From an optimization exercise on the open Yosys and OpenROAD flow, aimed at small area, a short achievable clock period and few clock cycles per item; shortcuts taken in it are not production practice. Where RTL was checked, it was by simulation tests only, not by an equivalence proof against the original.

==> inputs of 04-11 <==
## ebpc_encoder
module ebpc_encoder
  (
   input logic               clk_i,
   input logic               rst_ni,
   input logic [DATA_W-1:0]  data_i,
   input logic               last_i,
   input logic               vld_i,
   output logic              rdy_o,
   output logic              idle_o,
   output logic [DATA_W-1:0] znz_data_o,
   output logic              znz_last_o,
   output logic              znz_vld_o,
   input logic               znz_rdy_i,
   output logic [DATA_W-1:0] bpc_data_o,
   output logic              bpc_last_o,
   output logic              bpc_vld_o,
   input logic               bpc_rdy_i,
   output logic              blk_done_o
   );
==> module seq_coder, before the edit <==
module seq_coder (
  input  logic                            clk_i,
  input  logic                            rst_ni,
  input  logic                            xfer_i,
  input  logic                            tag_i,
  input  logic                            open_i,
  input  logic                            res_nz_i,
  input  logic                            res_last_i,
  input  logic [DATA_W-1:0]               base_i,
  input  logic [0:BLOCK_SIZE-1][DATA_W-1:0] words_i,
  input  logic                            room_i,     
  output logic                            free_o,     
  output logic                            vld_o,
  output logic [7:0]                      code_o,
  output logic [3:0]                      len_o,
  output logic                            end_o
);
  logic [0:BLOCK_SIZE-1][DATA_W-1:0] e_d, e_q;     
  logic [1:BLOCK_SIZE-1]           b_d, b_q, b_n;  
  logic [BLOCK_SIZE-2:0]           p_n, p_0;       
  logic [BLOCK_SIZE-2:0]           q_q, q_d;       
  logic [BLOCK_SIZE-2:0]           p, x;
  logic [3:0]                      s_d, s_q;       
  logic [3:0]                      zr_d, zr_q;     
  logic                            xz_d, xz_q;     
  logic                            sl_d, sl_q;     
  logic                            busy_d, busy_q, tag_d, tag_q, open_d, open_q;
  logic [7:0]                      symb;
  logic                            symb_short;
  assign free_o = !busy_q && room_i;
  always_comb
    for (int k = 1; k < BLOCK_SIZE; k++) begin
      p[BLOCK_SIZE-1-k]   = e_q[k][0] ^ e_q[k-1][0] ^ b_q[k];
      b_n[k]              = (!e_q[k][0] && e_q[k-1][0]) || (!(e_q[k][0] ^ e_q[k-1][0]) && b_q[k]);
      p_n[BLOCK_SIZE-1-k] = e_q[k][1] ^ e_q[k-1][1] ^ b_n[k];
      p_0[BLOCK_SIZE-1-k] = words_i[k][0] ^ words_i[k-1][0];
    end
  assign x = p ^ q_q;
  dbx_compressor compressor_i (
    .dbp_i  (p),
    .dbx_i  (x),
    .symb_o (symb),
    .short_o(symb_short)
  );
  always_comb begin
    logic adv;
    logic [3:0] zeros;
    adv    = 1'b0;
    busy_d = busy_q;
    tag_d  = tag_q;
    open_d = open_q;
    if (open_q && res_nz_i)
      open_d = 1'b0;
    if (open_q && res_last_i) begin
      open_d = 1'b0;
      tag_d  = 1'b1;
    end
    s_d    = s_q;
    zr_d   = zr_q;
    e_d    = e_q;
    b_d    = b_q;
    q_d    = q_q;
    vld_o  = 1'b0;
    code_o = '0;
    len_o  = '0;
    end_o  = 1'b0;
    zeros  = zr_q;
    xz_d   = xz_q;
    sl_d   = sl_q;
    if (xfer_i) begin
      vld_o  = 1'b1;
      code_o = base_i;
      len_o  = 4'd8;
      busy_d = 1'b1;
      tag_d  = tag_i;
      open_d = open_i;
      s_d    = '0;
      zr_d   = '0;
      e_d    = words_i;
      b_d    = '0;
      q_d    = '0;
      sl_d   = 1'b0;
      xz_d   = (p_0 == '0);
    end else if (busy_q) begin
      if (xz_q && !sl_q) begin
        adv  = 1'b1;
        zr_d = zr_q + 4'd1;
      end else if (room_i && !(sl_q && open_q)) begin
        vld_o = 1'b1;
        if (xz_q || zr_q != '0) begin
          if (xz_q)
            zeros = zr_q + 4'd1;
          if (zeros == 4'd1) begin
            code_o = 8'b01000000;
            len_o  = 4'd2;
          end else begin
            code_o = {3'b001, 3'(zeros - 4'd2), 2'b00};
            len_o  = 4'd6;
          end
          zr_d = '0;
        end else begin
          code_o = symb;
          len_o  = symb_short ? 4'd5 : 4'd8;
        end
        if (xz_q || zr_q == '0) begin
          if (sl_q) begin
            busy_d = 1'b0;
            end_o  = tag_q;
          end else
            adv = 1'b1;
        end
      end
      if (adv) begin
        s_d  = s_q + 4'd1;
        sl_d = (s_q == 4'(DATA_W-1));
        q_d  = p;
        xz_d = (p_n == p);
        b_d  = b_n;
        for (int k = 0; k < BLOCK_SIZE; k++)
          e_d[k] = {e_q[k][DATA_W-1], e_q[k][DATA_W-1:1]};
      end
    end
  end
  always_ff @(posedge clk_i or negedge rst_ni) begin
    if (~rst_ni) begin
      busy_q <= 1'b0;
      open_q <= 1'b0;
    end else begin
      busy_q <= busy_d;
      open_q <= open_d;
    end
  end
  always_ff @(posedge clk_i) begin
    tag_q <= tag_d;
    xz_q  <= xz_d;
    sl_q  <= sl_d;
    s_q   <= s_d;
    zr_q  <= zr_d;
    e_q   <= e_d;
    b_q   <= b_d;
    q_q   <= q_d;
  end
endmodule
==> flow/config.mk <==
export PLATFORM = sky130hd
export DESIGN_NAME = ebpc_encoder
export DESIGN_NICKNAME = ebpc_encoder
export VERILOG_FILES = /design/flow/design.v
export SDC_FILE = /design/flow/constraint.sdc
export NUM_CORES = 4
export LEC_CHECK = 0
export CAP_MARGIN = 20
export CORE_MARGIN = 2
export CORE_UTILIZATION = 40
export PLACE_DENSITY = 0.6
export SLEW_MARGIN = 20
==> flow/constraint.sdc <==
create_clock -name core_clock -period 12.0 [get_ports {clk_i}]
set_input_delay 2.4000 -clock core_clock [delete_from_list [all_inputs] [get_ports {clk_i}]]
set_output_delay 2.4000 -clock core_clock [all_outputs]
set_load 0.01 [all_outputs]
standard.sh (not shown) runs the stock make flow with config.mk's settings and CLKGATE_MAP_FILE= SYNTH_SCRIPT=/design/flow/synth_recipe.tcl, a recipe that flattens the netlist after the stock synthesis.
==> flow/flow/run.sh <==
#!/bin/bash
# Standard layout, with repair_timing asked for extra setup slack against
# the design's own constraints (same SDC, same clock period).
cp standard.sh standard_copy.sh.txt 2>/dev/null
export SETUP_SLACK_MARGIN=8.6
bash standard.sh > standard_flow.log 2>&1
==> 04-15: changes against 04-11 <==
--- a/flow/design.v
+++ b/flow/design.v
@@ -35,21 +35,23 @@
   input  logic          vld_i,
   input  logic [IW-1:0] data_i,    
   input  logic [3:0]    len_i,
   input  logic          end_i,
   output logic          room_o,
+  output logic          room_d_o,  
   output logic [7:0]    data_o,
   output logic          last_o,
   output logic          vld_o,
   input  logic          rdy_i
 );
   logic [15:0] acc_d, acc_q;
   logic [4:0]  cnt_d, cnt_q;
   logic [1:0]  lb_d, lb_q;       
   logic [7:0]  o_d, o_q;
   logic        ol_d, ol_q, ov_d, ov_q, ovo_q;
-  assign room_o = (cnt_q <= 5'(16 - IW));
+  assign room_o   = (cnt_q <= 5'(16 - IW));
+  assign room_d_o = (cnt_d <= 5'(16 - IW));
   assign data_o = o_q;
   assign last_o = ol_q;
   assign vld_o  = ovo_q;    
   always_comb begin
     logic [15:0] a;
@@ -163,21 +165,26 @@
   input  logic                                   nz_i,
   input  logic                                   last_i,
   input  logic [DATA_W-1:0]                      data_i,
   input  logic                                   coder_free_i,
   output logic                                   nz_ok_o,    
+  output logic                                   full_d_o,
+  input  logic                                   coder_free_d_i,
+  output logic                                   nz_ok_d_o,  
   output logic                                   xfer_o,     
   output logic                                   tag_o,      
   output logic                                   open_o,     
   output logic                                   res_nz_o,   
   output logic                                   res_last_o, 
   output logic [0:BLOCK_SIZE-1][DATA_W-1:0]      words_o
 );
   logic [0:BLOCK_SIZE-1][DATA_W-1:0] slot_q;
   logic [3:0]                        n_q, n_d, n_base;
   logic                              sealed_q, sealed_d;
-  assign nz_ok_o = (sealed_q || n_q == 4'd8) ? coder_free_i : 1'b1;
+  assign nz_ok_o   = (sealed_q || n_q == 4'd8) ? coder_free_i : 1'b1;
+  assign full_d_o  = sealed_d || n_d == 4'd8;
+  assign nz_ok_d_o = full_d_o ? coder_free_d_i : 1'b1;
   assign xfer_o     = coder_free_i && (sealed_q || n_q == 4'd8);
   assign tag_o      = sealed_q || (take_i && last_i && !nz_i);
   assign open_o     = !tag_o && !(take_i && nz_i);
   assign res_nz_o   = take_i && nz_i;
   assign res_last_o = take_i && last_i && !nz_i && n_q == 4'd0;
@@ -218,10 +225,11 @@
   input  logic                            res_last_i,
   input  logic [DATA_W-1:0]               base_i,
   input  logic [0:BLOCK_SIZE-1][DATA_W-1:0] words_i,
   input  logic                            room_i,     
   output logic                            free_o,     
+  output logic                            busy_d_o,
   output logic                            vld_o,
   output logic [7:0]                      code_o,
   output logic [3:0]                      len_o,
   output logic                            end_o
 );
@@ -232,32 +240,38 @@
   logic [BLOCK_SIZE-2:0]           p, x;
   logic [3:0]                      s_d, s_q;       
   logic [3:0]                      zr_d, zr_q;     
   logic                            xz_d, xz_q;     
   logic                            sl_d, sl_q;     
+  logic                            xz2_d, xz2_q;   
+  logic [1:BLOCK_SIZE-1]           z8;
   logic                            busy_d, busy_q, tag_d, tag_q, open_d, open_q;
   logic [7:0]                      symb;
   logic                            symb_short;
-  assign free_o = !busy_q && room_i;
+  assign free_o   = !busy_q && room_i;
+  assign busy_d_o = busy_d;
   always_comb
     for (int k = 1; k < BLOCK_SIZE; k++) begin
       p[BLOCK_SIZE-1-k]   = e_q[k][0] ^ e_q[k-1][0] ^ b_q[k];
       b_n[k]              = (!e_q[k][0] && e_q[k-1][0]) || (!(e_q[k][0] ^ e_q[k-1][0]) && b_q[k]);
       p_n[BLOCK_SIZE-1-k] = e_q[k][1] ^ e_q[k-1][1] ^ b_n[k];
       p_0[BLOCK_SIZE-1-k] = words_i[k][0] ^ words_i[k-1][0];
+      z8[k] = (e_q[k][1] == e_q[k-1][1]) || (b_n[k] == e_q[k-1][1]);
     end
   assign x = p ^ q_q;
   dbx_compressor compressor_i (
     .dbp_i  (p),
     .dbx_i  (x),
     .symb_o (symb),
     .short_o(symb_short)
   );
   always_comb begin
-    logic adv;
+    logic adv, lastz, fin;
     logic [3:0] zeros;
     adv    = 1'b0;
+    lastz  = 1'b0;
+    fin    = 1'b0;
     busy_d = busy_q;
     tag_d  = tag_q;
     open_d = open_q;
     if (open_q && res_nz_i)
       open_d = 1'b0;
@@ -274,10 +288,11 @@
     code_o = '0;
     len_o  = '0;
     end_o  = 1'b0;
     zeros  = zr_q;
     xz_d   = xz_q;
+    xz2_d  = xz2_q;
     sl_d   = sl_q;
     if (xfer_i) begin
       vld_o  = 1'b1;
       code_o = base_i;
       len_o  = 4'd8;
@@ -289,19 +304,22 @@
       e_d    = words_i;
       b_d    = '0;
       q_d    = '0;
       sl_d   = 1'b0;
       xz_d   = (p_0 == '0);
+      xz2_d  = 1'b0;
     end else if (busy_q) begin
-      if (xz_q && !sl_q) begin
+      lastz = (s_q == 4'(DATA_W-1)) && xz_q && xz2_q;
+      fin   = sl_q || lastz;
+      if (xz_q && !fin) begin
         adv  = 1'b1;
         zr_d = zr_q + 4'd1;
-      end else if (room_i && !(sl_q && open_q)) begin
+      end else if (room_i && !(fin && open_q)) begin
         vld_o = 1'b1;
         if (xz_q || zr_q != '0) begin
           if (xz_q)
-            zeros = zr_q + 4'd1;
+            zeros = zr_q + (lastz ? 4'd2 : 4'd1);
           if (zeros == 4'd1) begin
             code_o = 8'b01000000;
             len_o  = 4'd2;
           end else begin
             code_o = {3'b001, 3'(zeros - 4'd2), 2'b00};
@@ -311,22 +329,23 @@
         end else begin
           code_o = symb;
           len_o  = symb_short ? 4'd5 : 4'd8;
         end
         if (xz_q || zr_q == '0) begin
-          if (sl_q) begin
+          if (fin) begin
             busy_d = 1'b0;
             end_o  = tag_q;
           end else
             adv = 1'b1;
         end
       end
       if (adv) begin
         s_d  = s_q + 4'd1;
         sl_d = (s_q == 4'(DATA_W-1));
         q_d  = p;
-        xz_d = (p_n == p);
+        xz_d  = (p_n == p);
+        xz2_d = &z8;    
         b_d  = b_n;
         for (int k = 0; k < BLOCK_SIZE; k++)
           e_d[k] = {e_q[k][DATA_W-1], e_q[k][DATA_W-1:1]};
       end
     end
@@ -341,10 +360,11 @@
     end
   end
   always_ff @(posedge clk_i) begin
     tag_q <= tag_d;
     xz_q  <= xz_d;
+    xz2_q <= xz2_d;
     sl_q  <= sl_d;
     s_q   <= s_d;
     zr_q  <= zr_d;
     e_q   <= e_d;
     b_q   <= b_d;
@@ -451,58 +471,40 @@
   logic [0:BLOCK_SIZE-1][DATA_W-1:0] words;
   logic              bpc_room, code_vld, code_end;
   logic [7:0]        code;
   logic [3:0]        code_len;
   logic              xfer_open, res_nz, res_last;
+  logic              full_d, coder_busy_d;
   logic              cv_q, ce_q, code_free;
   logic [7:0]        cd_q;
   logic [3:0]        cl_q;
   assign idle_o = 1'b0;
-  assign take   = iv_q && znz_room && (!inz_q || nz_ok);
-  logic              sv_q;
-  logic [DATA_W-1:0] sd_q;
-  logic              sl_q, snz_q;
-  logic              accept, main_load;
-  logic              rdy_q;
-  assign rdy_o     = rdy_q;
-  assign accept    = vld_i && !sv_q;
-  assign main_load = take || !iv_q;
+  logic              ok_q, ok_d, iv_d, inz_d;
+  logic              znz_room_d, nz_ok_d, coder_free_d, bpc_room_d, cv_d;
+  logic              accept;
+  logic              rdy_q;    
+  assign take   = iv_q && ok_q;
+  assign rdy_o  = rdy_q;
+  assign accept = vld_i && (!iv_q || ok_q);
+  assign iv_d         = accept || (iv_q && !take);
+  assign inz_d        = accept ? |data_i : inz_q;
+  assign cv_d         = code_free ? code_vld : cv_q;
+  assign coder_free_d = !coder_busy_d && (!cv_d || bpc_room_d);
+  assign ok_d         = znz_room_d && (!inz_d || nz_ok_d);
   always_ff @(posedge clk_i or negedge rst_ni) begin
-    if (~rst_ni) begin
-      iv_q  <= 1'b0;
-      sv_q  <= 1'b0;
-    end else begin
-      if (main_load) begin
-        iv_q  <= sv_q || accept;
-        sv_q  <= 1'b0;
-      end else if (accept) begin
-        sv_q  <= 1'b1;
-      end
-    end
-  end
-  always_ff @(posedge clk_i) begin
-    if (main_load)
-      rdy_q <= 1'b1;
-    else if (accept)
-      rdy_q <= 1'b0;
+    if (~rst_ni)
+      iv_q <= 1'b0;
+    else
+      iv_q <= iv_d;
   end
   always_ff @(posedge clk_i) begin
-    if (main_load) begin
-      if (sv_q) begin
-        id_q  <= sd_q;
-        il_q  <= sl_q;
-        inz_q <= snz_q;
-      end else begin
-        id_q  <= data_i;
-        il_q  <= last_i;
-        inz_q <= |data_i;
-      end
-    end
-    if (!sv_q) begin
-      sd_q  <= data_i;
-      sl_q  <= last_i;
-      snz_q <= |data_i;
+    ok_q  <= ok_d;
+    rdy_q <= !iv_d || ok_d;
+    if (accept) begin
+      id_q  <= data_i;
+      il_q  <= last_i;
+      inz_q <= |data_i;
     end
   end
   zrle zrle_i (
     .clk_i (clk_i),
     .rst_ni(rst_ni),
@@ -518,10 +520,11 @@
     .vld_i (take),
     .data_i(znz_code),
     .len_i (znz_len),
     .end_i (il_q),
     .room_o(znz_room),
+    .room_d_o(znz_room_d),
     .data_o(znz_data_o),
     .last_o(znz_last_o),
     .vld_o (znz_vld_o),
     .rdy_i (znz_rdy_i)
   );
@@ -532,10 +535,13 @@
     .nz_i        (inz_q),
     .last_i      (il_q),
     .data_i      (id_q),
     .coder_free_i(coder_free),
     .nz_ok_o     (nz_ok),
+    .full_d_o    (full_d),
+    .coder_free_d_i(coder_free_d),
+    .nz_ok_d_o   (nz_ok_d),
     .xfer_o      (xfer),
     .tag_o       (xfer_tag),
     .open_o      (xfer_open),
     .res_nz_o    (res_nz),
     .res_last_o  (res_last),
@@ -551,10 +557,11 @@
     .res_last_i(res_last),
     .base_i (words[0]),
     .words_i(words),
     .room_i (code_free),
     .free_o (coder_free),
+    .busy_d_o(coder_busy_d),
     .vld_o  (code_vld),
     .code_o (code),
     .len_o  (code_len),
     .end_o  (code_end)
   );
@@ -578,10 +585,11 @@
     .vld_i (cv_q && bpc_room),
     .data_i(cd_q),
     .len_i (cl_q),
     .end_i (ce_q),
     .room_o(bpc_room),
+    .room_d_o(bpc_room_d),
     .data_o(bpc_data_o),
     .last_o(bpc_last_o),
     .vld_o (bpc_vld_o),
     .rdy_i (bpc_rdy_i)
   );
==> flow/flow/run.sh (replaced) <==
#!/bin/bash
# Standard layout, with repair_timing asked for extra setup slack against
# the design's own constraints (same SDC, same clock period).
cp standard.sh standard_copy.sh.txt 2>/dev/null
export SETUP_SLACK_MARGIN=8.8
bash standard.sh > standard_flow.log 2>&1
Settings changed: CORE_UTILIZATION 40 to 55, CTS_CLUSTER_DIAMETER set to 100, CTS_CLUSTER_SIZE set to 25, PLACE_DENSITY 0.6 to 0.7.
==> 06-08: changes against 04-11 <==
--- a/flow/design.v
+++ b/flow/design.v
@@ -251,13 +251,15 @@
     .dbx_i  (x),
     .symb_o (symb),
     .short_o(symb_short)
   );
   always_comb begin
-    logic adv;
+    logic adv, lastz, fin;
     logic [3:0] zeros;
     adv    = 1'b0;
+    lastz  = 1'b0;
+    fin    = 1'b0;
     busy_d = busy_q;
     tag_d  = tag_q;
     open_d = open_q;
     if (open_q && res_nz_i)
       open_d = 1'b0;
@@ -290,18 +292,20 @@
       b_d    = '0;
       q_d    = '0;
       sl_d   = 1'b0;
       xz_d   = (p_0 == '0);
     end else if (busy_q) begin
-      if (xz_q && !sl_q) begin
+      lastz = (s_q == 4'(DATA_W-1)) && xz_q && (p_n == p);
+      fin   = sl_q || lastz;
+      if (xz_q && !fin) begin
         adv  = 1'b1;
         zr_d = zr_q + 4'd1;
-      end else if (room_i && !(sl_q && open_q)) begin
+      end else if (room_i && !(fin && open_q)) begin
         vld_o = 1'b1;
         if (xz_q || zr_q != '0) begin
           if (xz_q)
-            zeros = zr_q + 4'd1;
+            zeros = zr_q + (lastz ? 4'd2 : 4'd1);
           if (zeros == 4'd1) begin
             code_o = 8'b01000000;
             len_o  = 4'd2;
           end else begin
             code_o = {3'b001, 3'(zeros - 4'd2), 2'b00};
@@ -311,11 +315,11 @@
         end else begin
           code_o = symb;
           len_o  = symb_short ? 4'd5 : 4'd8;
         end
         if (xz_q || zr_q == '0) begin
-          if (sl_q) begin
+          if (fin) begin
             busy_d = 1'b0;
             end_o  = tag_q;
           end else
             adv = 1'b1;
         end
==> tab_implementation.tex <==
\begin{tabular}{lr}
\hline
Metric & Value \\
\hline
\multicolumn{2}{l}{\textbf{Status}} \\
Result of the run & finished clean \\
\multicolumn{2}{l}{\textbf{Drt}} \\
Met3 Routed Length & 1022 um \\
\multicolumn{2}{l}{\textbf{GRT}} \\
Global-route wire length before repair & 44,260 um \\
\multicolumn{2}{l}{\textbf{Hold path}} \\
Endpoint with the worst hold slack & coder\_i.b\_q[2]\$\_SDFFE\_PP0P\_ \\
\multicolumn{2}{l}{\textbf{Synthesis}} \\
Mean post-synth cell area & 10.80 um2 \\
\hline
\end{tabular}
the above is filed under 04-15

==> tab_implementation.tex <==
\begin{tabular}{lr}
\hline
Metric & Value \\
\hline
\multicolumn{2}{l}{\textbf{Synthesis}} \\
Total nets after synthesis & 1,237 \\
Biggest area consumer among synthesized cells & sky130\_fd\_sc\_hd\_\_edfxtp\_1 \\
\multicolumn{2}{l}{\textbf{Final layout}} \\
Most frequent cells in the layout & sky130\_fd\_sc\_hd\_\_edfxtp\_1, sky130\_fd\_sc\_hd\_\_nand2\_1, sky130\_fd\_sc\_hd\_\_nor2\_1 \\
\multicolumn{2}{l}{\textbf{Status}} \\
Result of the run & finished clean \\
\multicolumn{2}{l}{\textbf{Hold path}} \\
Endpoint with the worst hold slack & sd\_q[5]\$\_DFF\_P\_ \\
\hline
\end{tabular}
the above is filed under 04-11

==> tab_implementation.tex <==
\begin{tabular}{lr}
\hline
Metric & Value \\
\hline
\multicolumn{2}{l}{\textbf{Status}} \\
Result of the run & finished clean \\
\multicolumn{2}{l}{\textbf{GRT}} \\
Global-route wire length before repair & 46,520 um \\
\multicolumn{2}{l}{\textbf{Synthesis}} \\
Number of instances in the synthesized netlist & 1,209 \\
Mean post-synth cell area & 10.90 um2 \\
\multicolumn{2}{l}{\textbf{Setup path}} \\
Capture point of the worst reg-to-reg path & cd\_q[3]\$\_DFFE\_PN\_ \\
\multicolumn{2}{l}{\textbf{Hold path}} \\
Endpoint with the worst hold slack & sd\_q[4]\$\_DFF\_P\_ \\
\multicolumn{2}{l}{\textbf{Drt}} \\
Met3 Routed Length & 998 um \\
Antenna violation net count after detailed routing & 0 \\
\multicolumn{2}{l}{\textbf{Final layout}} \\
Inverters, non-clock & 38 \\
\hline
\end{tabular}
the above is filed under 06-08

Testbench counts of 04-15, summed over its fixed seeds: cycles 28,903, words 28,155.
For 04-11 and 06-08, only the layout was checked, not whether the RTL still works.

[static timing again, ports no longer ideal]
No port has a modelled driver above. Below, the same layouts with a new extraction and two added sets of constraints. Step 1: set_driving_cell puts a clkbuf_16 on clk_i and a buf_2 on each other input, an assumption about the parent block. Step 2 adds t to the input delays and takes it off the output delays; t is the mean of the earliest and latest rising clock arrival at the registers after step 1. Input paths then give back, and output paths get back, about the clock's delay inside the block. Slacks: no drivers / after step 1 / after step 2; pairs: no drivers / after step 1.
run	shift t [ns]	setup WS [ns]	latest minus earliest clock arrival (ns)	worst data-port slew with drivers (ns)
04-11	0.598	8.496 / 8.451 / 8.040	0.025 / 0.024	0.03
04-15	0.547	8.483 / 8.433 / 8.334	0.026 / 0.026	0.03
06-08	0.609	7.947 / 7.947 / 7.947	0.026 / 0.026	0.04
After both steps setup and hold are still met in every run listed. The setup slack of 04-11, which loses most, moves by -0.045 ns with the drivers and by -0.456 ns with both steps.
